From an optimization exercise on the open Yosys and OpenROAD flow, aimed at small area, a short achievable clock period and few clock cycles per item; shortcuts taken in it are not production practice. Where RTL was checked, it was by simulation tests only, not by an equivalence proof against the original. No functional check of the RTL was part of run 1.

==> flow/design.v (outline; a module is shown in full before it is edited, if it fits) <==
// module verilog_multiplier: 1392 lines
module verilog_multiplier(clk, rst, ready, op1, op2, res, done);
  // ...
==> flow/flow/run.sh <==
#!/bin/bash
# Own flow: the standard layout, except that synthesis runs Yosys's fine
# stage without its early "abc -fast", so that extract_fa finds the design's
# full adders as written (no inverter between adders). The standard synthesis
# runs first; its register names are given to the own netlist's registers,
# and the standard netlist is used as it is if the registers do not match.
set -uo pipefail
W=$(pwd)
R=$W/orfs/results/$FLOW_PLATFORM/verilog_multiplier/base
bash standard.sh synth > log_standard_synth.txt 2>&1 || exit 1
cp "$R/1_2_yosys.v" "$W/ref_1_2_yosys.v"
sed '1s/.*/proc synth {args} { if {[lsearch -glob $args "fine:*"] >= 0} { yosys synth -nofsm -noshare -noabc {*}$args } else { yosys synth -nofsm -noshare {*}$args } }/' synth_recipe.tcl > own_synth.tcl
sed "s|SYNTH_SCRIPT=[^ ]*|SYNTH_SCRIPT=$W/own_synth.tcl|" standard.sh > own_standard.sh
if bash own_standard.sh do-yosys > log_own_synth.txt 2>&1 \
   && python3 flow/rename.py "$W/ref_1_2_yosys.v" "$R/1_2_yosys.v" "$W/own_1_2_yosys.v" > log_rename.txt 2>&1; then
  cp "$W/own_1_2_yosys.v" "$R/1_2_yosys.v"
  echo "own synthesis used" >> log_rename.txt
else
  cp "$W/ref_1_2_yosys.v" "$R/1_2_yosys.v"
  echo "standard synthesis used" >> log_rename.txt
fi
rm -f "$R/1_synth.odb" "$R/1_synth.sdc"
bash standard.sh "BUFFER_PORTS_ARGS=-buffer_cell sky130_fd_sc_hd__buf_4" finish > log_standard_finish.txt 2>&1
==> flow/flow/rename.py <==
#!/usr/bin/env python3
# rename.py REF OWN OUT: give OWN's flip-flops the instance names that the
# standard synthesis (REF) gave the same registers. Registers are matched by
# their name without Yosys's "$_<cell>_" suffix. Exits 1 if the registers
# (count, names or cell types, drive strength aside) do not correspond.
import re, sys

pat = re.compile(r'^(\s*)(sky130_fd_sc_hd__(\w+?)_(\d+))\s+(\\\S+|\w+)\s*\(', re.M)

def flops(text):
    out = {}
    for m in pat.finditer(text):
        typ = m.group(3)
        if not (typ.startswith("df") or typ.startswith("edf") or typ.startswith("sdf") or typ.startswith("dl")):
            continue
        name = m.group(5)
        key = re.sub(r'\$_[A-Z0-9_]+_$', '', name.rstrip())
        if key in out:
            sys.exit("duplicate key %s" % key)
        out[key] = (typ, name)
    return out

ref = open(sys.argv[1]).read()
own = open(sys.argv[2]).read()
fr, fo = flops(ref), flops(own)
if set(fr) != set(fo):
    sys.exit("register sets differ: %s" % sorted(set(fr) ^ set(fo))[:10])
for k in fr:
    if fr[k][0] != fo[k][0]:
        sys.exit("cell type differs for %s: %s %s" % (k, fr[k][0], fo[k][0]))
ren = {fo[k][1]: fr[k][1] for k in fr if fo[k][1] != fr[k][1]}
def sub(m):
    name = m.group(5)
    if name in ren:
        return "%s%s %s (" % (m.group(1), m.group(2), ren[name] if ren[name].startswith("\\") is False else ren[name] + " ")
    return m.group(0)
new = pat.sub(sub, own)
# no instance name may clash after renaming
names = [m.group(5).rstrip() for m in pat.finditer(new)]
if len(names) != len(set(names)):
    sys.exit("name clash after renaming")
open(sys.argv[3], "w").write(new)
print("renamed %d of %d registers" % (len(ren), len(fr)))
==> flow/standard.sh <==
#!/bin/bash
# synth_recipe.tcl (not shown) runs the flow's synth.tcl, then flattens the netlist and writes it again
# the make line also repeats each setting of config.mk as NAME=value (left out here)
make -C /OpenROAD-flow-scripts/flow DESIGN_CONFIG=/design/flow/config.mk WORK_HOME=/design/flow/orfs CLKGATE_MAP_FILE= SYNTH_SCRIPT=/design/flow/synth_recipe.tcl "${@:-finish}"
==> flow/config.mk <==
export PLATFORM = sky130hd
export DESIGN_NAME = verilog_multiplier
export DESIGN_NICKNAME = verilog_multiplier
export VERILOG_FILES = /design/flow/design.v
export SDC_FILE = /design/flow/constraint.sdc
export NUM_CORES = 4
export LEC_CHECK = 0
export CAP_MARGIN = 20
export CORE_MARGIN = 2
export CORE_UTILIZATION = 40
export SETUP_SLACK_MARGIN = 2.5
export SLEW_MARGIN = 20
==> flow/constraint.sdc <==
create_clock -name core_clock -period 8.0 [get_ports {clk}]
set_input_delay 1.6000 -clock core_clock [delete_from_list [all_inputs] [get_ports {clk}]]
set_output_delay 1.6000 -clock core_clock [all_outputs]
set_load 0.01 [all_outputs]
==> run notes, run 1 <==
Slowest cell on the critical path -> fa_1
# DRC -> 0
Fraction of area in multi-input gates -> 0.753
Setup Viol. Count Final -> 0
WHS Path Cells -> 2
Grt ovf -> 0
Outcome -> finished clean
Met1 global-route usage -> 0.354
Via-per-instance ratio -> 6.19
R2r endpoint -> S[16]
Seq_cells -> 114
CTS tree -> done
CP delay by family, top -> adder cells
Post-Layout Cell Count -> 3032
Area contributors post-synth -> fa_1 (43%), and3_1 (15%), dfxtp_1 (8.4%)
Most frequent cells in the layout -> and3_1 (527), fa_1 (400), buf_4 (106), ha_1 (98), dfxtp_1 (96)
Placed insts -> 2927
Final Wtd Congestion -> 0.888
Largest net degree at the start of global routing -> 82
Mapped Cells -> 2259
WP depth -> 19
WL met3 -> 7240 um
Critical path's most frequent cell -> fa_1
RSZ-0062 raised after global routing -> yes
Layout clock buffer count -> 18
Multi-input gates -> 1895
XOR/XNOR share of the synthesized area -> 0.0309
==> run 2, diff against run 1 <==
--- a/flow/design.v
+++ b/flow/design.v
@@ -10,6 +10,7 @@
     reg [47:0] S;
-    reg [47:22] C;
-    reg        cc22;
+    reg [47:16] C;
+    reg        ccl;
     reg [9:0]  E;        
-    reg        sgn, fnan, fz, nornd, fpay;
+    reg        sgn, fnan, fz, fpay;
+    reg        rndr;     
     reg [21:0] pay;      
@@ -35,4 +36,4 @@
     wire [47:0] tree_s, tree_c;
-    wire [21:0] t_lo;
-    wire t_c22;
+    wire [15:0] t_lo;
+    wire t_cl;
     wire [47:23] t_ha;
@@ -1072,8 +1073,2 @@
 wire lk_p0_15 = (tree_s[15] ^ tree_c[15]) & (tree_s[14] ^ tree_c[14]);
-wire lk_g0_17 = (tree_s[17] & tree_c[17]) | ((tree_s[17] ^ tree_c[17]) & (tree_s[16] & tree_c[16]));
-wire lk_p0_17 = (tree_s[17] ^ tree_c[17]) & (tree_s[16] ^ tree_c[16]);
-wire lk_g0_19 = (tree_s[19] & tree_c[19]) | ((tree_s[19] ^ tree_c[19]) & (tree_s[18] & tree_c[18]));
-wire lk_p0_19 = (tree_s[19] ^ tree_c[19]) & (tree_s[18] ^ tree_c[18]);
-wire lk_g0_21 = (tree_s[21] & tree_c[21]) | ((tree_s[21] ^ tree_c[21]) & (tree_s[20] & tree_c[20]));
-wire lk_p0_21 = (tree_s[21] ^ tree_c[21]) & (tree_s[20] ^ tree_c[20]);
 wire lk_g1_2 = (tree_s[2] & tree_c[2]) | ((tree_s[2] ^ tree_c[2]) & lk_g0_1);
@@ -1094,6 +1089,2 @@
 wire lk_p1_15 = lk_p0_15 & lk_p0_13;
-wire lk_g1_18 = (tree_s[18] & tree_c[18]) | ((tree_s[18] ^ tree_c[18]) & lk_g0_17);
-wire lk_p1_18 = (tree_s[18] ^ tree_c[18]) & lk_p0_17;
-wire lk_g1_19 = lk_g0_19 | (lk_p0_19 & lk_g0_17);
-wire lk_p1_19 = lk_p0_19 & lk_p0_17;
 wire lk_g2_4 = (tree_s[4] & tree_c[4]) | ((tree_s[4] ^ tree_c[4]) & lk_g1_3);
@@ -1114,6 +1105,2 @@
 wire lk_p2_15 = lk_p1_15 & lk_p1_11;
-wire lk_g2_20 = (tree_s[20] & tree_c[20]) | ((tree_s[20] ^ tree_c[20]) & lk_g1_19);
-wire lk_p2_20 = (tree_s[20] ^ tree_c[20]) & lk_p1_19;
-wire lk_g2_21 = lk_g0_21 | (lk_p0_21 & lk_g1_19);
-wire lk_p2_21 = lk_p0_21 & lk_p1_19;
 wire lk_g3_8 = (tree_s[8] & tree_c[8]) | ((tree_s[8] ^ tree_c[8]) & lk_g2_7);
@@ -1134,20 +1121,26 @@
 wire lk_p3_15 = lk_p2_15 & lk_p2_7;
-wire lk_g4_16 = (tree_s[16] & tree_c[16]) | ((tree_s[16] ^ tree_c[16]) & lk_g3_15);
-wire lk_p4_16 = (tree_s[16] ^ tree_c[16]) & lk_p3_15;
-wire lk_g4_17 = lk_g0_17 | (lk_p0_17 & lk_g3_15);
-wire lk_p4_17 = lk_p0_17 & lk_p3_15;
-wire lk_g4_18 = lk_g1_18 | (lk_p1_18 & lk_g3_15);
-wire lk_p4_18 = lk_p1_18 & lk_p3_15;
-wire lk_g4_19 = lk_g1_19 | (lk_p1_19 & lk_g3_15);
-wire lk_p4_19 = lk_p1_19 & lk_p3_15;
-wire lk_g4_20 = lk_g2_20 | (lk_p2_20 & lk_g3_15);
-wire lk_p4_20 = lk_p2_20 & lk_p3_15;
-wire lk_g4_21 = lk_g2_21 | (lk_p2_21 & lk_g3_15);
-wire lk_p4_21 = lk_p2_21 & lk_p3_15;
-assign t_c22 = lk_g4_21;
-assign t_lo = {((tree_s[21] ^ tree_c[21]) ^ lk_g4_20), ((tree_s[20] ^ tree_c[20]) ^ lk_g4_19), ((tree_s[19] ^ tree_c[19]) ^ lk_g4_18), ((tree_s[18] ^ tree_c[18]) ^ lk_g4_17), ((tree_s[17] ^ tree_c[17]) ^ lk_g4_16), ((tree_s[16] ^ tree_c[16]) ^ lk_g3_15), ((tree_s[15] ^ tree_c[15]) ^ lk_g3_14), ((tree_s[14] ^ tree_c[14]) ^ lk_g3_13), ((tree_s[13] ^ tree_c[13]) ^ lk_g3_12), ((tree_s[12] ^ tree_c[12]) ^ lk_g3_11), ((tree_s[11] ^ tree_c[11]) ^ lk_g3_10), ((tree_s[10] ^ tree_c[10]) ^ lk_g3_9), ((tree_s[9] ^ tree_c[9]) ^ lk_g3_8), ((tree_s[8] ^ tree_c[8]) ^ lk_g2_7), ((tree_s[7] ^ tree_c[7]) ^ lk_g2_6), ((tree_s[6] ^ tree_c[6]) ^ lk_g2_5), ((tree_s[5] ^ tree_c[5]) ^ lk_g2_4), ((tree_s[4] ^ tree_c[4]) ^ lk_g1_3), ((tree_s[3] ^ tree_c[3]) ^ lk_g1_2), ((tree_s[2] ^ tree_c[2]) ^ lk_g0_1), ((tree_s[1] ^ tree_c[1]) ^ (tree_s[0] & tree_c[0])), (tree_s[0] ^ tree_c[0])};
+assign t_cl = lk_g3_15;
+assign t_lo = {((tree_s[15] ^ tree_c[15]) ^ lk_g3_14), ((tree_s[14] ^ tree_c[14]) ^ lk_g3_13), ((tree_s[13] ^ tree_c[13]) ^ lk_g3_12), ((tree_s[12] ^ tree_c[12]) ^ lk_g3_11), ((tree_s[11] ^ tree_c[11]) ^ lk_g3_10), ((tree_s[10] ^ tree_c[10]) ^ lk_g3_9), ((tree_s[9] ^ tree_c[9]) ^ lk_g3_8), ((tree_s[8] ^ tree_c[8]) ^ lk_g2_7), ((tree_s[7] ^ tree_c[7]) ^ lk_g2_6), ((tree_s[6] ^ tree_c[6]) ^ lk_g2_5), ((tree_s[5] ^ tree_c[5]) ^ lk_g2_4), ((tree_s[4] ^ tree_c[4]) ^ lk_g1_3), ((tree_s[3] ^ tree_c[3]) ^ lk_g1_2), ((tree_s[2] ^ tree_c[2]) ^ lk_g0_1), ((tree_s[1] ^ tree_c[1]) ^ (tree_s[0] & tree_c[0])), (tree_s[0] ^ tree_c[0])};
 assign t_ha = tree_s[47:23] ^ tree_c[47:23];
 assign t_hb = tree_s[46:23] & tree_c[46:23];
-wire c22 = cc22;
-wire [21:0] lo = S[21:0];
+wire mk_g0_1 = (S[16] & C[16]) | ((S[16] ^ C[16]) & ccl);
+wire mk_p0_1 = (S[16] ^ C[16]) & 1'b0;
+wire mk_g0_3 = (S[18] & C[18]) | ((S[18] ^ C[18]) & (S[17] & C[17]));
+wire mk_p0_3 = (S[18] ^ C[18]) & (S[17] ^ C[17]);
+wire mk_g0_5 = (S[20] & C[20]) | ((S[20] ^ C[20]) & (S[19] & C[19]));
+wire mk_p0_5 = (S[20] ^ C[20]) & (S[19] ^ C[19]);
+wire mk_g1_2 = (S[17] & C[17]) | ((S[17] ^ C[17]) & mk_g0_1);
+wire mk_p1_2 = (S[17] ^ C[17]) & mk_p0_1;
+wire mk_g1_3 = mk_g0_3 | (mk_p0_3 & mk_g0_1);
+wire mk_p1_3 = mk_p0_3 & mk_p0_1;
+wire mk_g1_6 = (S[21] & C[21]) | ((S[21] ^ C[21]) & mk_g0_5);
+wire mk_p1_6 = (S[21] ^ C[21]) & mk_p0_5;
+wire mk_g2_4 = (S[19] & C[19]) | ((S[19] ^ C[19]) & mk_g1_3);
+wire mk_p2_4 = (S[19] ^ C[19]) & mk_p1_3;
+wire mk_g2_5 = mk_g0_5 | (mk_p0_5 & mk_g1_3);
+wire mk_p2_5 = mk_p0_5 & mk_p1_3;
+wire mk_g2_6 = mk_g1_6 | (mk_p1_6 & mk_g1_3);
+wire mk_p2_6 = mk_p1_6 & mk_p1_3;
+wire c22 = mk_g2_6;
+wire [21:0] lo = {((S[21] ^ C[21]) ^ mk_g2_5), ((S[20] ^ C[20]) ^ mk_g2_4), ((S[19] ^ C[19]) ^ mk_g1_3), ((S[18] ^ C[18]) ^ mk_g1_2), ((S[17] ^ C[17]) ^ mk_g0_1), ((S[16] ^ C[16]) ^ ccl), S[15:0]};
 wire [47:22] ha = {S[47:23], S[22] ^ C[22]};
@@ -1314,3 +1307,3 @@
 wire [47:24] q1 = {(ut47 ^ (sk_g4_22 | (sk_p4_22 & k1))), (ut46 ^ (sk_g4_21 | (sk_p4_21 & k1))), (ut45 ^ (sk_g4_20 | (sk_p4_20 & k1))), (ut44 ^ (sk_g4_19 | (sk_p4_19 & k1))), (ut43 ^ (sk_g4_18 | (sk_p4_18 & k1))), (ut42 ^ (sk_g4_17 | (sk_p4_17 & k1))), (ut41 ^ (sk_g4_16 | (sk_p4_16 & k1))), (ut40 ^ (sk_g3_15 | (sk_p3_15 & k1))), (ut39 ^ (sk_g3_14 | (sk_p3_14 & k1))), (ut38 ^ (sk_g3_13 | (sk_p3_13 & k1))), (ut37 ^ (sk_g3_12 | (sk_p3_12 & k1))), (ut36 ^ (sk_g3_11 | (sk_p3_11 & k1))), (ut35 ^ (sk_g3_10 | (sk_p3_10 & k1))), (ut34 ^ (sk_g3_9 | (sk_p3_9 & k1))), (ut33 ^ (sk_g3_8 | (sk_p3_8 & k1))), (ut32 ^ (sk_g2_7 | (sk_p2_7 & k1))), (ut31 ^ (sk_g2_6 | (sk_p2_6 & k1))), (ut30 ^ (sk_g2_5 | (sk_p2_5 & k1))), (ut29 ^ (sk_g2_4 | (sk_p2_4 & k1))), (ut28 ^ (sk_g1_3 | (sk_p1_3 & k1))), (ut27 ^ (sk_g1_2 | (sk_p1_2 & k1))), (ut26 ^ (sk_g0_1 | (sk_p0_1 & k1))), (ut25 ^ (ug24 | (ut24 & k1))), (ut24 ^ k1)};
-    assign rnd = (st == IDLE) & ~nornd;
+    assign rnd = rndr;
     wire [47:0] p = q0;
@@ -1337,15 +1330,18 @@
             done <= 1'b0;
+            rndr <= 1'b1;
         end else begin
             done <= 1'b0;
+            rndr <= 1'b0;
             case (st)
-                IDLE: if (ready) begin
-                    if (fast) done <= 1'b1;
-                    else st <= R0;
-                end
+                IDLE: if (ready & ~fast) st <= R0;
+                      else begin
+                          if (ready) done <= 1'b1;
+                          rndr <= 1'b1;
+                      end
                 R0: begin
                     if (top) begin
-                        if (~E[9]) begin done <= 1'b1; st <= IDLE; end
+                        if (~E[9]) begin done <= 1'b1; st <= IDLE; rndr <= 1'b1; end
                         else st <= RSH;
                     end else if (p46) begin
-                        if (e_pos) begin done <= 1'b1; st <= IDLE; end
+                        if (e_pos) begin done <= 1'b1; st <= IDLE; rndr <= 1'b1; end
                         else st <= RSH;
@@ -1356,3 +1352,3 @@
                     if (~e_pos) st <= RSH;
-                    else if (p46) begin done <= 1'b1; st <= IDLE; end
+                    else if (p46) begin done <= 1'b1; st <= IDLE; rndr <= 1'b1; end
                 end
@@ -1368,5 +1364,5 @@
     always @(posedge clk) begin
-        S <= {t_ha, tree_s[22], t_lo} | (p_next & {48{~idle}});
-        C <= {t_hb, 1'b0, tree_c[22]};
-        cc22 <= t_c22;
+        S <= {t_ha, tree_s[22:16], t_lo} | (p_next & {48{~idle}});
+        C <= {t_hb, 1'b0, tree_c[22:16]};
+        ccl <= t_cl;
         pay <= nan2 ? op2[21:0] : op1[21:0];
@@ -1379,3 +1375,2 @@
                 fz <= zerox;
-                nornd <= 1'b0;
             end
@@ -1387,4 +1382,3 @@
                 if (e_under) fz <= 1'b1;
-                else if (e_zero) nornd <= 1'b1;
-                else E <= E + 10'd1;
+                else if (~e_zero) E <= E + 10'd1;
             end
--- a/flow/config.mk
+++ b/flow/config.mk
@@ -10,3 +10,3 @@
 export CORE_UTILIZATION = 40
-export SETUP_SLACK_MARGIN = 2.5
+export SETUP_SLACK_MARGIN = 1.5
 export SLEW_MARGIN = 20
==> run 2 against run 1 <==
Against the previous run:
- critical path depth decreased by 6
- register-to-register slack got worse by 0.60 ns
- utilization decreased by 4.0 points
==> run notes, run 2 <==
Ports -> 100 (unchanged)
Register area share after synthesis -> 0.112 (was 0.107)
Grt ovf -> 0 (unchanged)
Worst R2R Setup Slack -> 1.80 ns (was 2.40 ns)
Worst-Skew Late Latency -> 0.44 ns (was 0.43 ns)
Worst hold path class -> reg2reg (unchanged)
Slew headroom -> 0.429 (was 0.438)
Die Ht -> 244 um (was 243 um)
# DRC -> 0 (unchanged)
Complex-gate fraction of the synthesized area -> 0.0854 (was 0.0884)
Crit path DAT -> 6.51 ns (was 6.25 ns)
Final setup margin -> 1.80 ns (was 2.07 ns)
Fin crit share -> 0.775 (was 0.741)
Worst clock skew -> 0.0146 ns (was 0.0113 ns)
Number of synthesized register bits -> 120 (was 114)
Biggest cell delay along the critical path -> 0.61 ns (was 0.56 ns)
Cell taking the most area after synthesis -> fa_1 (unchanged)
Final TNS setup -> 0 ns (unchanged)
Largest net degree at the start of global routing -> 173 (was 82)
Final hold violation count -> 0 (unchanged)
Via-per-instance ratio -> 6.23 (was 6.19)
CTS tree -> done (unchanged)
Area share of fa/ha/maj cells after synthesis -> 0.490 (about the same)
Critical Path RT -> 8.31 ns (was 8.32 ns)
Mux contribution to synthesized area -> 0.0145 (was 0.0313)
Net Count, Synth -> 2940 (was 2929)
Max Fanout on Critical Path -> 84 (was 6)
Mapped Cells -> 2269 (was 2259)
Most frequent cells in the layout -> and3_1 (560), fa_1 (493), nand2_1 (148), buf_4 (113), ha_1 (110) (was and3_1 (527), fa_1 (400), buf_4 (106), ha_1 (98), dfxtp_1 (96))
Slowest cell on the critical path -> buf_4 (was fa_1)
CP cell instances -> inv_1 > ha_4 > buf_4 > and3_1 > fa_1 > fa_1 > fa_1 > fa_1 > fa_1 > fa_1 > fa_1 > ha_1 > a221o_1 (was bufbuf_16 > buf_4 > and3_1 > fa_1 > fa_1 > fa_1 > fa_1 > ha_4 > a21oi_1 > o21ai_2 > nand2_1 > o211ai_1 > buf_4 > buf_6 > o211ai_1 > a31oi_2 > o21a_1 > o21a_1 > or2_4)
Full die area -> 59400 um^2 (was 59300 um^2)
Fmax -> 161 MHz (was 169 MHz)
Worst-margin pin slew -> 0.856 ns (was 0.831 ns)
Largest family of logic cells by synthesized area -> adder cells (unchanged)
Post-synthesis simple-gate area fraction -> 0.222 (was 0.210)
Layout area overhead -> 7.09% (was 17.0%)
Synth Flop Type -> dfxtp_1 (unchanged)
H-Tree Depth -> 4 (unchanged)
Critical Path Start Type -> flip-flop (was input port)
Cell variety after synth -> 78 (was 76)
Most common cell after layout, fill and taps aside -> and3_1 (unchanged)
Post-Route WL -> 75600 um (was 78400 um)
Post-DP HPWL -> 51000 um (was 50300 um)
Core Box Area -> 56600 um^2 (was 56500 um^2)
Fin nets -> 2867 (was 2933)
Post-synth EDFFs -> 14 (was 15)
Vias in the first global route -> 19768 (was 20048)
XOR/XNOR share of the synthesized area -> 0.0320 (was 0.0309)
Avg Synthesized Cell Area -> 10.1 um^2 (was 10.2 um^2)
Mapped Area -> 23000 um^2 (was 22900 um^2)
Outcome -> finished clean (unchanged)
Setup crit end kind -> flip-flop (unchanged)
Share of layout cells above drive strength 1 -> 0.0879 (was 0.192)
Post-DR wirelength/cell -> 25.5 um (was 25.8 um)
Detailed Route Iter0 Violations -> 1856 (was 1595)
Routed Antenna Nets -> 0 (unchanged)
Max Cap Viol -> 0 (unchanged)
Final Wtd Congestion -> 0.936 (was 0.888)
Starting density of the core -> 0.406 (about the same)
Most common cell in the netlist -> and3_1 (unchanged)
Most flops, register -> S (unchanged)
Area contributors post-synth -> fa_1 (43%), and3_1 (15%), dfxtp_1 (8.9%) (was fa_1 (43%), and3_1 (15%), dfxtp_1 (8.4%))
Crit Path Category -> reg2reg (was in2reg)
Dpl ws -> 1.42 ns (was 1.33 ns)
Min Clock Period, post-route -> 6.20 ns (was 5.93 ns)
Drt pass-1 iters -> 6 (was 7)
Post-CTS Setup Inserts -> 0 (was 31)
Critical path's most frequent cell -> fa_1 (unchanged)
TritonCTS Buffers -> 17 (unchanged)
Clock-pin slew on the worst setup and hold paths -> 0.06 ns (about the same)
Row Count -> 87 (unchanged)
RSZ-0062 raised after global routing -> no (was yes)
Die width -> 244 um (was 243 um)
# clock sinks -> 120 (was 114)
Asr flop ratio synth -> 0.0333 (was 0.0263)
Via count -> 18484 (was 18778)
Filler cells -> 5405 (was 5058)
GRT Total Usage -> 0.258 (was 0.257)
First-pass GRT wire length -> 118000 um (about the same)
Ys Warns -> 1 (unchanged)
CTS Buffer Depth -> 2 (unchanged)
Post-synth top area share -> 0.430 (was 0.429)
Final slew viol count -> 0 (unchanged)
Initial antenna violation count -> 1 (unchanged)
Setup Viol. Count Final -> 0 (unchanged)
Regs by FF count -> S: 48 flops, C: 31 flops, pay: 22 flops (was S: 48 flops, C: 25 flops, pay: 22 flops)
Commonest cells in the netlist -> and3_1 (560), fa_1 (493), clkbuf_1 (188) (was and3_1 (561), fa_1 (491), clkbuf_1 (186))
Port bufs -> 99 (unchanged)
CTS root buffer -> clkbuf_16 (unchanged)
Largest register FFs -> 48 (unchanged)
-- run 2: cell count changes after synthesis, moves of 13 or more --
cell	change
a221o_1	-14
o21ai_0	-30
a221oi_1	+31
mux2i_1	-37
a21oi_1	-34
nand2_1	+70
xnor2_1	+13
-- run 2: cell families (layout without fill, tap and decap cells) --
family | after synthesis | in the layout
AND/OR/NAND/NOR | 903 | 903
adder cells (fa/ha/maj) | 605 | 605
AO/OA/AOI/OAI | 272 | 272
buffers and inverters | 255 | 194
flip-flops | 120 | 120
XOR/XNOR | 84 | 84
multiplexers | 30 | 30
other | 0 | 1
-- run 2: area by class of cell --
cell class / count / area, um^2 / share of cell area
diodes: 1 / 2.50 / 0.000102
clock buffers: 21 / 475 / 0.0193
clock inverters: 10 / 141 / 0.00575
inverters: 49 / 184 / 0.00748
multi-input cells: 1894 / 19400 / 0.789
flip-flops and latches: 120 / 2560 / 0.104
well taps: 756 / 946 / 0.0384
repair buffers: 114 / 868 / 0.0353
-- run 2: metal layers --
metal,part of all wire,GRT usage
met5,0,0
met4,0.024,0.0775
met3,0.092,0.0585
met2,0.44,0.394
met1,0.44,0.364
-- run 2: critical path: cells and delay by family (launching register included) --
family	cells	cell delay, ns
fa+ha+maj	9	4.34
buf+inv	2	0.74
flops	1	0.41
simple gates	1	0.27
compound gates	1	0.25
-- run 2: stage by stage --
stage / util / area, um^2 / hold WS, ns / cells
after floorplan: - / 23000 / 0.431 / 2269
after global placement: 0.424 / 24000 / 0.451 / 2933
after detailed placement: 0.424 / 24000 / 0.457 / 2933
after CTS: 0.435 / 24600 / 0.465 / 2964
after global routing: 0.435 / 24600 / 0.488 / 2964
final: 0.435 / 24600 / 0.469 / 2965
-- run 2: path summary, 6_finish.rpt --
kind | startpoint | cells after the start | end
worst min-delay path | S[11] | 2 | S[11]
max in group asynchronous | rst | 2 | rndr
min in group asynchronous | rst | 2 | done
worst max-delay path | st[0] | 13 | S[23]
worst min register to register | S[11] | 2 | S[11]
worst max register to register | st[0] | 13 | S[23]
-- run 2: timing repair --
item	4_1_cts	5_1_grt
endpoints found under the setup margin	0	3
gates resized for setup	0	1
hold endpoints to repair	0	0
hold buffers	0	0
Testbench counts of run 2, summed over its fixed seeds: cycles 6,400, items 3,200.
==> run 3, diff against run 2 <==
--- a/flow/config.mk
+++ b/flow/config.mk
@@ -10,3 +10,3 @@
 export CORE_UTILIZATION = 40
-export SETUP_SLACK_MARGIN = 1.5
+export SETUP_SLACK_MARGIN = 2.0
 export SLEW_MARGIN = 20
==> run 3 against run 2 <==
Against the previous run:
- die area unchanged
- first-iteration DRC count down 8.4%
- setup slack better by 0.33 ns
- largest cell class unchanged
- worst hold slack worse by 0.0082 ns
- synthesized cell count unchanged
- critical path type is now in2reg
- flip-flop and latch count unchanged
- non-clock buffer count up 8
==> run notes, run 3 <==
Outcome -> finished clean (unchanged)
Critical path's most frequent cell -> fa_1 (unchanged)
# clock sinks -> 120 (unchanged)
Die width -> 244 um (unchanged)
Register area share after synthesis -> 0.112 (unchanged)
Area contributors post-synth -> fa_1 (43%), and3_1 (15%), dfxtp_1 (8.9%) (unchanged)
Most common cell in the netlist -> and3_1 (unchanged)
Detailed Route Iter0 Violations -> 1700 (was 1856)
CTS root buffer -> clkbuf_16 (unchanged)
Final Wtd Congestion -> 0.920 (was 0.936)
Routed Antenna Nets -> 0 (unchanged)
Port bufs -> 99 (unchanged)
Post-synth EDFFs -> 14 (unchanged)
Ports -> 100 (unchanged)
Post-DR wirelength/cell -> 25.7 um (was 25.5 um)
Full die area -> 59400 um^2 (unchanged)
Initial antenna violation count -> 0 (was 1)
Biggest cell delay along the critical path -> 0.62 ns (was 0.61 ns)
Cell variety after synth -> 78 (unchanged)
Net Count, Synth -> 2940 (unchanged)
TritonCTS Buffers -> 17 (unchanged)
Core Box Area -> 56600 um^2 (unchanged)
Worst-Skew Late Latency -> 0.44 ns (about the same)
Crit Path Category -> in2reg (was reg2reg)
Most frequent cells in the layout -> and3_1 (559), fa_1 (493), nand2_1 (147), buf_4 (111), ha_1 (110) (was and3_1 (560), fa_1 (493), nand2_1 (148), buf_4 (113), ha_1 (110))
Layout area overhead -> 7.47% (was 7.09%)
Largest register FFs -> 48 (unchanged)
XOR/XNOR share of the synthesized area -> 0.0320 (unchanged)
Cell taking the most area after synthesis -> fa_1 (unchanged)
Worst hold path class -> reg2reg (unchanged)
Post-synth top area share -> 0.430 (unchanged)
Asr flop ratio synth -> 0.0333 (unchanged)
RSZ-0062 raised after global routing -> no (unchanged)
CTS Buffer Depth -> 2 (unchanged)
Final slew viol count -> 0 (unchanged)
Via count -> 18581 (was 18484)
Setup Viol. Count Final -> 0 (unchanged)
Max Fanout on Critical Path -> 26 (was 84)
Critical Path RT -> 8.32 ns (was 8.31 ns)
Clock-pin slew on the worst setup and hold paths -> 0.06 ns (about the same)
Final hold violation count -> 0 (unchanged)
CP bufs+invs -> 1 (was 2)
Via-per-instance ratio -> 6.25 (was 6.23)
Synth Flop Type -> dfxtp_1 (unchanged)
First-pass GRT wire length -> 118000 um (about the same)
Uppermost routed layer -> met4 (unchanged)
Mapped Area -> 23000 um^2 (unchanged)
Fmax -> 170 MHz (was 161 MHz)
Post-Route WL -> 76500 um (was 75600 um)
Complex-gate fraction of the synthesized area -> 0.0854 (unchanged)
Worst-margin pin slew -> 1.09 ns (was 0.856 ns)
Setup crit end kind -> flip-flop (unchanged)
Worst clock skew -> 0.0129 ns (was 0.0146 ns)
Row Count -> 87 (unchanged)
Share of layout cells above drive strength 1 -> 0.0939 (was 0.0879)
Most flops, register -> S (unchanged)
Die Ht -> 244 um (unchanged)
Final TNS setup -> 0 ns (unchanged)
Critical Path Start Type -> input port (was flip-flop)
Post-synthesis simple-gate area fraction -> 0.222 (unchanged)
Avg Synthesized Cell Area -> 10.1 um^2 (unchanged)
Crit path DAT -> 6.19 ns (was 6.51 ns)
Fin nets -> 2875 (was 2867)
N_diodes -> 0 (was 1)
Most common cell after layout, fill and taps aside -> and3_1 (unchanged)
# DRC -> 0 (unchanged)
Regs by FF count -> S: 48 flops, C: 31 flops, pay: 22 flops (unchanged)
Area share of fa/ha/maj cells after synthesis -> 0.490 (unchanged)
H-Tree Depth -> 4 (unchanged)
CP cell instances -> buf_4 > and3_1 > fa_1 > fa_1 > fa_1 > fa_1 > fa_1 > fa_1 > fa_1 > ha_1 > a221oi_1 > nand2_1 (was inv_1 > ha_4 > buf_4 > and3_1 > fa_1 > fa_1 > fa_1 > fa_1 > fa_1 > fa_1 > fa_1 > ha_1 > a221o_1)
Vias in the first global route -> 19684 (was 19768)
Commonest cells in the netlist -> and3_1 (560), fa_1 (493), clkbuf_1 (188) (unchanged)
Routed met1 length -> 33000 um (was 33300 um)
Fin crit share -> 0.734 (was 0.775)
Starting density of the core -> 0.406 (unchanged)
Filler cells -> 5468 (was 5405)
Slowest cell on the critical path -> fa_1 (was buf_4)
Largest net degree at the start of global routing -> 208 (was 173)
WL met2 -> 33700 um (was 33600 um)
CP delay by family, top -> adder cells (unchanged)
Min Clock Period, post-route -> 5.87 ns (was 6.20 ns)
Number of synthesized register bits -> 120 (unchanged)
Grt ovf -> 0 (unchanged)
CTS tree -> done (unchanged)
Post-DP HPWL -> 51000 um (about the same)
Mux contribution to synthesized area -> 0.0145 (unchanged)
Max Cap Viol -> 0 (unchanged)
Drt pass-1 iters -> 5 (was 6)
WL met3 -> 7760 um (was 6970 um)
Post-CTS Hold Buffers -> 0 (unchanged)
Mapped Cells -> 2269 (unchanged)
Slew headroom -> 0.259 (was 0.429)
GRT Total Usage -> 0.259 (was 0.258)
Largest family of logic cells by synthesized area -> adder cells (unchanged)
Ys Warns -> 1 (unchanged)
run 3: changes by cell type in the layout (fill, tap and decap cells not counted), sizes merged:
cell / previous run / this run
inv: 50 / 52
diode: 1 / 0
clkbuf: 21 / 22
clkinvlp: 2 / 1
bufinv: 3 / 0
buf: 114 / 121
clkinv: 4 / 6
run 3: worst reg2reg max path: cells and delay by family, from the launching register on:
kind	cells	cell delay [ns]
DFF	1	0.41
buffers and inverters	2	0.60
AOI/OAI and AO/OA	1	0.20
and+or+nand+nor	2	0.34
adders and majority gates	9	3.97
run 3: cell families (layout without fill, tap and decap cells):
kind of cell / after synthesis / after routing
adders and majority gates: 605 / 605
buffers and inverters: 255 / 202
muxes: 30 / 30
DFF: 120 / 120
xor gates and xnor gates: 84 / 84
AOI/OAI and AO/OA: 272 / 272
and+or+nand+nor: 903 / 903
run 3: per-layer routing:
metal  up-vias  global-route usage
li1       7787                   -
met1      9639               0.376
met2      1013               0.392
met3       142              0.0492
met4         0              0.0811
met5         -                   0
run 3: metrics by stage:
stage	setup WS (ns)	std cells	utilization	hold WS, ns	cell area (um^2)
after floorplan	2.01	2269	-	0.431	23000
after global placement	1.49	2932	0.424	0.448	24000
after detailed placement	1.51	2932	0.424	0.454	24000
after CTS	2.02	2965	0.434	0.459	24600
after global routing	2.00	2972	0.436	0.477	24700
final	2.13	2972	0.436	0.460	24700
run 3: worst paths after layout:
path	from	to	slack, ns	cells past startpoint
worst min register to register	S[11]	S[11]	0.46	2
max in group asynchronous	rst	rndr	6.69	2
min in group asynchronous	rst	done	1.06	2
worst min-delay path	S[11]	S[11]	0.46	2
worst max register to register	st[0]	S[30]	2.33	14
worst max-delay path	op2[2]	S[24]	2.13	12
run 3: area by class of cell:
cell class | instances | area [um^2] | share of cell area
Multi-Input combinational cell | 1894 | 19400 | 0.788
Sequential cell | 120 | 2560 | 0.104
Timing Repair Buffer | 122 | 1010 | 0.0408
Tap cell | 756 | 946 | 0.0383
Clock buffer | 21 | 472 | 0.0191
Inverter | 49 | 184 | 0.00745
Clock inverter | 10 | 68.8 | 0.00279
run 3: repair_timing:
action,CTS,global route
gates cloned,0,1
resized for setup,3,13
buffers inserted,2,6
pin swaps,1,3
setup endpoints to repair,16,24
==> run 4, diff against run 3 <==
--- a/flow/config.mk
+++ b/flow/config.mk
@@ -9,4 +9,4 @@
 export CORE_MARGIN = 2
-export CORE_UTILIZATION = 40
-export SETUP_SLACK_MARGIN = 2.0
+export CORE_UTILIZATION = 60
+export SETUP_SLACK_MARGIN = 1.5
 export SLEW_MARGIN = 20
==> run 4 against run 3 <==
Against the previous run:
- die area shrank 33%
- largest cell class unchanged
- critical path depth grew 3
- synthesized cell count is the same
- global-route usage grew 13 points
- utilization grew 21 points
- cell count shrank 8.3%
- flip-flop and latch count is the same
- worst hold slack gained 0.0078 ns
- non-clock buffer count shrank 4
- sequential share of layout area grew 0.17 points
- clock skew shrank 0.0041 ns
==> run notes, run 4 <==
Ys Warns -> 1 (unchanged)
H-Tree Depth -> 4 (unchanged)
Final Wtd Congestion -> 0.926 (was 0.920)
Setup Viol. Count Final -> 0 (unchanged)
Crit path DAT -> 6.46 ns (was 6.19 ns)
Largest net degree at the start of global routing -> 129 (was 208)
Crit Path Category -> reg2reg (was in2reg)
Routed Antenna Nets -> 0 (unchanged)
Finished Cell Area -> 24300 um^2 (was 24700 um^2)
Final slew viol count -> 0 (unchanged)
First-pass GRT wire length -> 115000 um (was 118000 um)
Fin crit share -> 0.766 (was 0.734)
Worst clock skew -> 0.00881 ns (was 0.0129 ns)
Starting density of the core -> 0.610 (was 0.406)
Row Count -> 71 (was 87)
Slew headroom -> 0.354 (was 0.259)
Post-CTS Hold Buffers -> 0 (unchanged)
Critical Path Start Type -> flip-flop (was input port)
CTS Buffer Depth -> 2 (unchanged)
Critical Path RT -> 8.33 ns (was 8.32 ns)
# clock sinks -> 120 (unchanged)
Post-Route WL -> 75500 um (was 76500 um)
Port bufs -> 99 (unchanged)
Mapped Area -> 23000 um^2 (unchanged)
Worst hold path class -> reg2reg (unchanged)
Cell taking the most area after synthesis -> fa_1 (unchanged)
Outcome -> finished clean (unchanged)
Filler cells -> 3155 (was 5468)
Worst-margin pin slew -> 0.965 ns (was 1.09 ns)
Final TNS setup -> 0 ns (unchanged)
Die Ht -> 200 um (was 244 um)
Most common cell after layout, fill and taps aside -> and3_1 (unchanged)
Commonest cells in the netlist -> and3_1 (560), fa_1 (493), clkbuf_1 (188) (unchanged)
Ports -> 100 (unchanged)
TritonCTS Buffers -> 17 (unchanged)
Mapped Cells -> 2269 (unchanged)
CTS tree -> done (unchanged)
Area contributors post-synth -> fa_1 (43%), and3_1 (15%), dfxtp_1 (8.9%) (unchanged)
RSZ-0062 raised after global routing -> no (unchanged)
Clock-pin slew on the worst setup and hold paths -> 0.06 ns (about the same)
Via count -> 18840 (was 18581)
Fin nets -> 2871 (was 2875)
Layout area overhead -> 5.75% (was 7.47%)
Most flops, register -> S (unchanged)
# DRC -> 0 (unchanged)
Net Count, Synth -> 2940 (unchanged)
Most frequent cells in the layout -> and3_1 (560), fa_1 (493), nand2_1 (148), buf_4 (116), ha_1 (110) (was and3_1 (559), fa_1 (493), nand2_1 (147), buf_4 (111), ha_1 (110))
Detailed Route Iter0 Violations -> 2138 (was 1700)
Final hold violation count -> 0 (unchanged)
Grt ovf -> 0 (unchanged)
Number of synthesized register bits -> 120 (unchanged)
Vias in the first global route -> 19219 (was 19684)
Dpl cell area -> 23700 um^2 (was 24000 um^2)
Drt pass-1 iters -> 7 (was 5)
Worst-Skew Late Latency -> 0.44 ns (about the same)
Setup crit end kind -> flip-flop (unchanged)
Post-DP HPWL -> 50100 um (was 51000 um)
Min Clock Period, post-route -> 6.13 ns (was 5.87 ns)
Post-synth top area share -> 0.430 (unchanged)
CTS root buffer -> clkbuf_16 (unchanged)
Max Fanout on Critical Path -> 96 (was 26)
Synth Flop Type -> dfxtp_1 (unchanged)
Regs by FF count -> S: 48 flops, C: 31 flops, pay: 22 flops (unchanged)
Fmax -> 163 MHz (was 170 MHz)
Share of layout cells above drive strength 1 -> 0.0904 (was 0.0939)
Asr flop ratio synth -> 0.0333 (unchanged)
Post-DR wirelength/cell -> 27.7 um (was 25.7 um)
Max Cap Viol -> 0 (unchanged)
Largest register FFs -> 48 (unchanged)
Most common cell in the netlist -> and3_1 (unchanged)
Via-per-instance ratio -> 6.91 (was 6.25)
Cell variety after synth -> 78 (unchanged)
Core Box Area -> 37700 um^2 (was 56600 um^2)
Register area share after synthesis -> 0.112 (unchanged)
Avg Synthesized Cell Area -> 10.1 um^2 (unchanged)
Initial antenna violation count -> 3 (was 0)
Die width -> 200 um (was 244 um)
GRT Total Usage -> 0.393 (was 0.259)
Full die area -> 39900 um^2 (was 59400 um^2)
Post-synth EDFFs -> 14 (unchanged)
[run 4: path summary, 6_finish.rpt]
path,from,endpoint,slack [ns],cells past startpoint
hold / removal,S[11],S[11],0.47,2
setup reg to reg,st[0],S[27],1.87,15
hold reg to reg,S[11],S[11],0.47,2
setup / recovery,st[0],S[27],1.87,15
max in group asynchronous,rst,rndr,6.74,2
min in group asynchronous,rst,st[0],1.04,2
[run 4: per-stage QoR]
step | utilization | hold slack, ns | setup slack, ns | std cells
after floorplan | - | 0.431 | 1.79 | 2269
after global placement | 0.629 | 0.453 | 1.49 | 2691
after detailed placement | 0.629 | 0.459 | 1.40 | 2691
after CTS | 0.644 | 0.468 | 1.61 | 2723
after global routing | 0.645 | 0.497 | 1.59 | 2726
final | 0.645 | 0.468 | 1.87 | 2726
[run 4: area by class of cell]
type	instances	area (um^2)	share of cell area
well taps	511	639	0.0263
repair buffers	118	910	0.0374
clock inverters	15	140	0.00577
inverters	49	184	0.00757
clock buffers	17	425	0.0175
flip-flops and latches	120	2560	0.106
diodes	2	5.00	0.000206
multi-input cells	1894	19400	0.800
[run 4: timing repair]
item | in CTS | in global routing
setup endpoints to repair | 0 | 4
buffers inserted | 0 | 0
resized for setup | 0 | 2
[run 4: cell families (layout without fill, tap and decap cells)]
| kind of cell | after synthesis | count (layout) | share of synthesized area |
|---|---|---|---|
| and+or+nand+nor | 903 | 903 | 0.222 |
| adders and majority gates | 605 | 605 | 0.490 |
| AOI/OAI and AO/OA | 272 | 272 | 0.0854 |
| buffers and inverters | 255 | 199 | 0.0443 |
| DFF | 120 | 120 | 0.112 |
| xor gates and xnor gates | 84 | 84 | 0.0320 |
| muxes | 30 | 30 | 0.0145 |
| other | 0 | 2 | 0 |
[run 4: per-layer routing]
| metal | track usage | wire length, um |
|---|---|---|
| met5 | 0.0102 | 54 |
| met3 | 0.111 | 9730 |
| met4 | 0.120 | 2070 |
| met2 | 0.586 | 33100 |
| met1 | 0.559 | 30500 |
[run 4: worst max-delay path, stage by stage, from the launching register on]
cell and delay [ns]:
dfrtp_1 0.42, inv_1 0.13, ha_4 0.47, buf_16 0.33, buf_4 0.44, and3_1 0.25
fa_1 0.46, fa_1 0.51, fa_1 0.56, fa_1 0.46, fa_1 0.41, fa_1 0.53
fa_1 0.42, ha_1 0.28, a221oi_1 0.21, nand2_1 0.07
==> run 5, diff against run 4 <==
--- a/flow/config.mk
+++ b/flow/config.mk
@@ -10,3 +10,3 @@
 export CORE_UTILIZATION = 60
-export SETUP_SLACK_MARGIN = 1.5
+export SETUP_SLACK_MARGIN = 2.5
 export SLEW_MARGIN = 20
==> run 5 against run 4 <==
Against the previous run:
- via count grew 0.81%
- global-route usage shrank 0.35 points
- maximum frequency grew 11%
- clock-buffer cell count grew 4
- setup slack gained 0.62 ns
==> run notes, run 5 <==
Number of synthesized register bits -> 120 (unchanged)
Setup Viol. Count Final -> 0 (unchanged)
First-pass GRT wire length -> 115000 um (about the same)
Dpl ws -> 1.66 ns (was 1.40 ns)
Slew headroom -> 0.556 (was 0.354)
Cell variety after synth -> 78 (unchanged)
Largest register FFs -> 48 (unchanged)
Fin nets -> 2914 (was 2871)
CP cell instances -> buf_16 > and3_1 > fa_1 > fa_2 > fa_2 > fa_2 > fa_2 > fa_2 > fa_1 > ha_1 > a221oi_2 > nand2_1 (was inv_1 > ha_4 > buf_16 > buf_4 > and3_1 > fa_1 > fa_1 > fa_1 > fa_1 > fa_1 > fa_1 > fa_1 > ha_1 > a221oi_1 > nand2_1)
Ys Warns -> 1 (unchanged)
Most frequent cells in the layout -> and3_1 (532), fa_1 (429), nand2_1 (147), ha_1 (102), dfxtp_1 (99) (was and3_1 (560), fa_1 (493), nand2_1 (148), buf_4 (116), ha_1 (110))
RSZ-0062 raised after global routing -> yes (was no)
Avg Synthesized Cell Area -> 10.1 um^2 (unchanged)
Core Box Area -> 37700 um^2 (unchanged)
Final setup margin -> 2.48 ns (was 1.87 ns)
Via count -> 18992 (was 18840)
Detailed Route Iter0 Violations -> 1843 (was 2138)
N_diodes -> 0 (was 2)
CTS tree -> done (unchanged)
Synth Flop Type -> dfxtp_1 (unchanged)
Die Ht -> 200 um (unchanged)
Post-DR wirelength/cell -> 28.1 um (was 27.7 um)
WHS -> 0.467 ns (was 0.468 ns)
Fin crit share -> 0.689 (was 0.766)
CTS Buffer Depth -> 2 (unchanged)
Final hold violation count -> 0 (unchanged)
Slowest cell on the critical path -> fa_1 (unchanged)
Critical path's most frequent cell -> fa_2 (was fa_1)
Row Count -> 71 (unchanged)
Clock-pin slew on the worst setup and hold paths -> 0.06 ns (about the same)
Layout area overhead -> 13.3% (was 5.75%)
# DRC -> 0 (unchanged)
Initial antenna violation count -> 1 (was 3)
Die width -> 200 um (unchanged)
Post-synth EDFFs -> 14 (unchanged)
Outcome -> finished clean (unchanged)
Worst-Skew Late Latency -> 0.44 ns (about the same)
Grt ovf -> 0 (unchanged)
Largest net degree at the start of global routing -> 99 (was 129)
Min Clock Period, post-route -> 5.52 ns (was 6.13 ns)
Fmax -> 181 MHz (was 163 MHz)
Worst-margin pin slew -> 0.662 ns (was 0.965 ns)
Most flops, register -> S (unchanged)
Final TNS setup -> 0 ns (unchanged)
Post-DP HPWL -> 49500 um (was 50100 um)
Critical Path Start Type -> input port (was flip-flop)
Register area share after synthesis -> 0.112 (unchanged)
Most common cell in the netlist -> and3_1 (unchanged)
Final Wtd Congestion -> 0.917 (was 0.926)
Crit path DAT -> 5.84 ns (was 6.46 ns)
Critical Path RT -> 8.32 ns (was 8.33 ns)
H-Tree Depth -> 4 (unchanged)
Full die area -> 39900 um^2 (unchanged)
Crit Path Category -> in2reg (was reg2reg)
Port bufs -> 99 (unchanged)
Drt pass-1 iters -> 6 (was 7)
Post-Route WL -> 77800 um (was 75500 um)
Final slew viol count -> 0 (unchanged)
GRT Total Usage -> 0.389 (was 0.393)
Post-synth top area share -> 0.430 (unchanged)
Ports -> 100 (unchanged)
Worst clock skew -> 0.00815 ns (was 0.00881 ns)
Regs by FF count -> S: 48 flops, C: 31 flops, pay: 22 flops (unchanged)
Cell taking the most area after synthesis -> fa_1 (unchanged)
Starting density of the core -> 0.610 (unchanged)
Asr flop ratio synth -> 0.0333 (unchanged)
Vias in the first global route -> 19694 (was 19219)
Setup crit end kind -> flip-flop (unchanged)
TritonCTS Buffers -> 17 (unchanged)
Worst hold path class -> reg2reg (unchanged)
Mapped Cells -> 2269 (unchanged)
Mapped Area -> 23000 um^2 (unchanged)
Biggest cell delay along the critical path -> 0.57 ns (was 0.56 ns)
Net Count, Synth -> 2940 (unchanged)
Commonest cells in the netlist -> and3_1 (560), fa_1 (493), clkbuf_1 (188) (unchanged)
Via-per-instance ratio -> 6.86 (was 6.91)
Max Cap Viol -> 0 (unchanged)
Max Fanout on Critical Path -> 13 (was 96)
Routed Antenna Nets -> 0 (unchanged)
Area contributors post-synth -> fa_1 (43%), and3_1 (15%), dfxtp_1 (8.9%) (unchanged)
# clock sinks -> 120 (unchanged)
Worst R2R Setup Slack -> 2.62 ns (was 1.87 ns)
Share of layout cells above drive strength 1 -> 0.167 (was 0.0904)
Most common cell after layout, fill and taps aside -> and3_1 (unchanged)
CTS root buffer -> clkbuf_16 (unchanged)
[run 5: cell count changes in the layout (fill, tap and decap cells not counted), moves of 8 or more]
cell,delta
buf_12,+19
buf_8,+8
and3_4,+28
ha_1,-8
and3_1,-28
o21ai_0,-8
fa_1,-64
buf_16,+10
fa_2,+64
buf_4,-19
clkbuf_16,+13
buf_6,+12
[run 5: critical path, delay by kind of cell]
| family | cells | cell delay, ns |
|---|---|---|
| fa+ha+maj | 8 | 3.65 |
| compound gates | 1 | 0.17 |
| simple gates | 2 | 0.27 |
| buf+inv | 1 | 0.13 |
[run 5: routing by layer]
layer	share of wire	wire length [um]	vias to the layer above	GRT usage
met5	0	0	-	0
met4	0.024	1890	0	0.114
met3	0.13	10400	139	0.129
met2	0.44	34400	1244	0.579
met1	0.40	31100	9718	0.546
li1	-	-	7891	-
[run 5: layout make-up]
class | count | area [um^2]
multi-input cells | 1895 | 20100
fillers | 2929 | 11600
flip-flops and latches | 120 | 2570
repair buffers | 160 | 1990
well taps | 511 | 639
clock buffers | 21 | 493
inverters | 49 | 184
clock inverters | 11 | 109
[run 5: stage by stage]
stage          cell area (um^2)   util  std cells
2_1_floorplan             23300      -       2269
6_report                  26000  0.691       2767
3_3_place_gp              23900  0.634       2686
5_1_grt                   26000  0.691       2767
3_5_place_dp              23900  0.634       2686
4_1_cts                   25100  0.666       2741
[run 5: cells by family after synthesis]
logic type / count (synthesis) / synth area share
simple gates: 903 / 0.222
fa+ha+maj: 605 / 0.490
compound gates: 272 / 0.0854
buf+inv: 255 / 0.0443
flops: 120 / 0.112
xor+xnor: 84 / 0.0320
mux: 30 / 0.0145
[run 5: final timing paths]
check	startpoint	to	depth (start not counted)
max	op2[3]	S[24]	12
min	S[6]	S[6]	2
max reg2reg	st[0]	S[28]	15
min reg2reg	S[6]	S[6]	2
max in group asynchronous	rst	rndr	2
min in group asynchronous	rst	done	2
[run 5: timing repair]
item,4_1_cts,5_1_grt
endpoints found under the setup margin,59,48
gates cloned,2,11
hold endpoints to repair,0,0
hold buffers,0,0
resized for setup,89,120
pin swaps,24,58
setup buffers,21,15
==> run 6, diff against run 5 <==
--- a/flow/config.mk
+++ b/flow/config.mk
@@ -10,3 +10,3 @@
 export CORE_UTILIZATION = 60
-export SETUP_SLACK_MARGIN = 2.5
+export SETUP_SLACK_MARGIN = 2.0
 export SLEW_MARGIN = 20
==> run 6 against run 5 <==
Against the previous run:
- cell count is 1.4% lower
- flip-flop and latch count is the same
- highest routed layer unchanged
- area after synthesis unchanged
- via count decreased by 0.93%
- maximum frequency is 5.7% lower
- sequential share of layout area increased by 0.62 points
- utilization is 4.2 points lower
- die area stayed put
- setup slack worse by 0.34 ns
- wire length fell by 3.3%
- first-iteration DRC count shrank 1.0%
==> run notes, run 6 <==
Clock-pin slew on the worst setup and hold paths -> 0.07 ns (was 0.06 ns)
Core Box Area -> 37700 um^2 (unchanged)
Outcome -> finished clean (unchanged)
Critical Path Start Type -> input port (unchanged)
Largest net degree at the start of global routing -> 164 (was 99)
N_diodes -> 0 (unchanged)
Min Clock Period, post-route -> 5.85 ns (was 5.52 ns)
Post-DR wirelength/cell -> 27.6 um (was 28.1 um)
Worst-margin pin slew -> 0.814 ns (was 0.662 ns)
Layout Utilization -> 0.650 (was 0.691)
Crit Path Category -> in2reg (unchanged)
Critical Path RT -> 8.31 ns (was 8.32 ns)
Slew headroom -> 0.455 (was 0.556)
Drt pass-1 iters -> 8 (was 6)
Share of layout cells above drive strength 1 -> 0.0947 (was 0.167)
Register area share after synthesis -> 0.112 (unchanged)
Post-synth top area share -> 0.430 (unchanged)
CTS Buffer Depth -> 2 (unchanged)
Critical path's most frequent cell -> fa_1 (was fa_2)
CP bufs+invs -> 1 (unchanged)
Die width -> 200 um (unchanged)
Fin crit share -> 0.731 (was 0.689)
Setup crit end kind -> flip-flop (unchanged)
Commonest cells in the netlist -> and3_1 (560), fa_1 (493), clkbuf_1 (188) (unchanged)
Row Count -> 71 (unchanged)
CP cell instances -> buf_4 > and3_1 > fa_1 > fa_1 > fa_1 > fa_1 > fa_1 > fa_1 > fa_1 > ha_1 > a221oi_1 > nand2_1 (was buf_16 > and3_1 > fa_1 > fa_2 > fa_2 > fa_2 > fa_2 > fa_2 > fa_1 > ha_1 > a221oi_2 > nand2_1)
Worst hold path class -> reg2reg (unchanged)
GRT Total Usage -> 0.391 (was 0.389)
Ports -> 100 (unchanged)
Post-synth EDFFs -> 14 (unchanged)
Die Ht -> 200 um (unchanged)
Vias in the first global route -> 19730 (was 19694)
Synth Flop Type -> dfxtp_1 (unchanged)
Max Cap Viol -> 0 (unchanged)
Post-synthesis simple-gate area fraction -> 0.222 (unchanged)
Initial antenna violation count -> 1 (unchanged)
Most frequent cells in the layout -> and3_1 (559), fa_1 (492), nand2_1 (147), buf_4 (111), ha_1 (110) (was and3_1 (532), fa_1 (429), nand2_1 (147), ha_1 (102), dfxtp_1 (99))
Avg Synthesized Cell Area -> 10.1 um^2 (unchanged)
RSZ-0062 raised after global routing -> no (was yes)
Post-CTS Hold Buffers -> 0 (unchanged)
Max Fanout on Critical Path -> 26 (was 13)
Number of synthesized register bits -> 120 (unchanged)
Full die area -> 39900 um^2 (unchanged)
CTS root buffer -> clkbuf_16 (unchanged)
Cell variety after synth -> 78 (unchanged)
Asr flop ratio synth -> 0.0333 (unchanged)
XOR/XNOR share of the synthesized area -> 0.0320 (unchanged)
Cell taking the most area after synthesis -> fa_1 (unchanged)
Via-per-instance ratio -> 6.90 (was 6.86)
Mapped Cells -> 2269 (unchanged)
Ys Warns -> 1 (unchanged)
First-pass GRT wire length -> 115000 um (about the same)
H-Tree Depth -> 4 (unchanged)
Starting density of the core -> 0.610 (unchanged)
Placed insts -> 2686 (unchanged)
Post-Layout Cell Count -> 2728 (was 2767)
Final slew viol count -> 0 (unchanged)
Grt ovf -> 0 (unchanged)
Port bufs -> 99 (unchanged)
Mapped Area -> 23000 um^2 (unchanged)
Net Count, Synth -> 2940 (unchanged)
Most common cell after layout, fill and taps aside -> and3_1 (unchanged)
Final TNS setup -> 0 ns (unchanged)
Slowest cell on the critical path -> fa_1 (unchanged)
CTS tree -> done (unchanged)
TritonCTS Buffers -> 17 (unchanged)
Final hold violation count -> 0 (unchanged)
Largest register FFs -> 48 (unchanged)
Most flops, register -> S (unchanged)
Biggest cell delay along the critical path -> 0.61 ns (was 0.57 ns)
Area contributors post-synth -> fa_1 (43%), and3_1 (15%), dfxtp_1 (8.9%) (unchanged)
# DRC -> 0 (unchanged)
Layout area overhead -> 6.49% (was 13.3%)
Detailed Route Iter0 Violations -> 1824 (was 1843)
Worst clock skew -> 0.0162 ns (was 0.00815 ns)
Final Wtd Congestion -> 0.913 (was 0.917)
Fin nets -> 2876 (was 2914)
Via count -> 18815 (was 18992)
Most common cell in the netlist -> and3_1 (unchanged)
Worst-Skew Late Latency -> 0.43 ns (was 0.44 ns)
Crit path DAT -> 6.16 ns (was 5.84 ns)
Fmax -> 171 MHz (was 181 MHz)
Area share of fa/ha/maj cells after synthesis -> 0.490 (unchanged)
Complex-gate fraction of the synthesized area -> 0.0854 (unchanged)
Setup Viol. Count Final -> 0 (unchanged)
Post-Route WL -> 75200 um (was 77800 um)
Mux contribution to synthesized area -> 0.0145 (unchanged)
Post-DP HPWL -> 49600 um (was 49500 um)
Largest family of logic cells by synthesized area -> adder cells (unchanged)
Regs by FF count -> S: 48 flops, C: 31 flops, pay: 22 flops (unchanged)
# clock sinks -> 120 (unchanged)
CP delay by family, top -> adder cells (unchanged)
Routed Antenna Nets -> 0 (unchanged)
run 6: routing by layer:
layer	track usage	vias up	share of wire
li1	-	7791	-
met1	0.553	9608	0.41
met3	0.109	140	0.13
met2	0.590	1276	0.44
met4	0.115	0	0.025
met5	0	-	0
run 6: layout make-up:
class	instances	area, um^2
clock inverter	9	86.3
fill	3149	13200
clock buffer	22	507
inverter	49	184
timing repair buffer	122	1010
tap	511	639
multi-input combinational	1895	19500
sequential	120	2560
run 6: worst register-to-register path: stages (launching register included):
cell and delay (ns):
dfrtp_1 0.42, inv_1 0.14, ha_4 0.43, buf_12 0.36
buf_4 0.44, and3_1 0.24, fa_1 0.44, fa_1 0.58
fa_1 0.45, fa_1 0.43, fa_1 0.67, fa_1 0.47
ha_1 0.28, a221o_1 0.25
run 6: what timing repair did:
item / CTS / global route
gates cloned: 1 / 0
setup buffers: 4 / 6
gates resized for setup: 3 / 14
endpoints found under the setup margin: 23 / 36
endpoints found under the hold margin: 0 / 0
pin swaps: 2 / 3
run 6: per-stage QoR:
stage	hold WS [ns]	setup slack, ns	area, um^2
floorplan	0.431	2.01	23000
global placement	0.447	1.65	23700
detailed placement	0.456	1.54	23700
CTS	0.462	1.99	24400
global route	0.487	2.00	24500
finish	0.458	2.15	24500
run 6: path summary, 6_finish.rpt:
path | from | end | slack, ns | cells past startpoint
max in group asynchronous | rst | rndr | 6.72 | 2
setup reg to reg | st[0] | S[23] | 2.27 | 13
hold / removal | S[8] | S[7] | 0.46 | 2
setup / recovery | op1[19] | S[24] | 2.15 | 12
hold reg to reg | S[8] | S[7] | 0.46 | 2
min in group asynchronous | rst | st[1] | 1.06 | 2
run 6: logic make-up (layout without fill, tap and decap cells):
family / after synthesis / in the layout
compound gates: 272 / 272
flops: 120 / 120
buf+inv: 255 / 202
simple gates: 903 / 904
xor+xnor: 84 / 84
mux: 30 / 30
fa+ha+maj: 605 / 605

## what the ideal ports hide
Ports are ideal in the flow. The routed layouts listed here were re-timed in OpenROAD.
Step 1: set_driving_cell puts a clkbuf_16 on clk and a buf_2 on each other input, an assumption about the parent block.
Step 2, shift: input delay + t, output delay - t, t = (earliest + latest rising clock arrival at the registers) / 2. This alone moves slack from input paths to output paths.
Three values: ideal ports, drivers, drivers and shift; two values: the first two.
| run | t, ns | setup WS [ns] | worst hold slack (ns) | worst setup path at the end |
|---|---|---|---|---|
| run 1 | 0.477 | 2.072 / 1.981 / 1.504 | 0.490 / 0.490 / 0.490 | input to register |
| run 2 | 0.483 | 1.800 / 1.770 / 1.387 | 0.469 / 0.469 / 0.469 | input to register |
| run 3 | 0.479 | 2.127 / 2.121 / 1.672 | 0.460 / 0.460 / 0.460 | input to register |
| run 4 | 0.488 | 1.869 / 1.845 / 1.418 | 0.468 / 0.468 / 0.468 | input to register |
| run 5 | 0.482 | 2.485 / 2.378 / 1.896 | 0.467 / 0.467 / 0.467 | input to register |
| run 6 | 0.473 | 2.148 / 2.161 / 1.701 | 0.458 / 0.458 / 0.458 | input to register |
After both steps setup and hold are still met in every run listed. For run 5, which loses most, drivers alone change the setup slack by -0.107 ns; drivers and shift together by -0.589 ns.
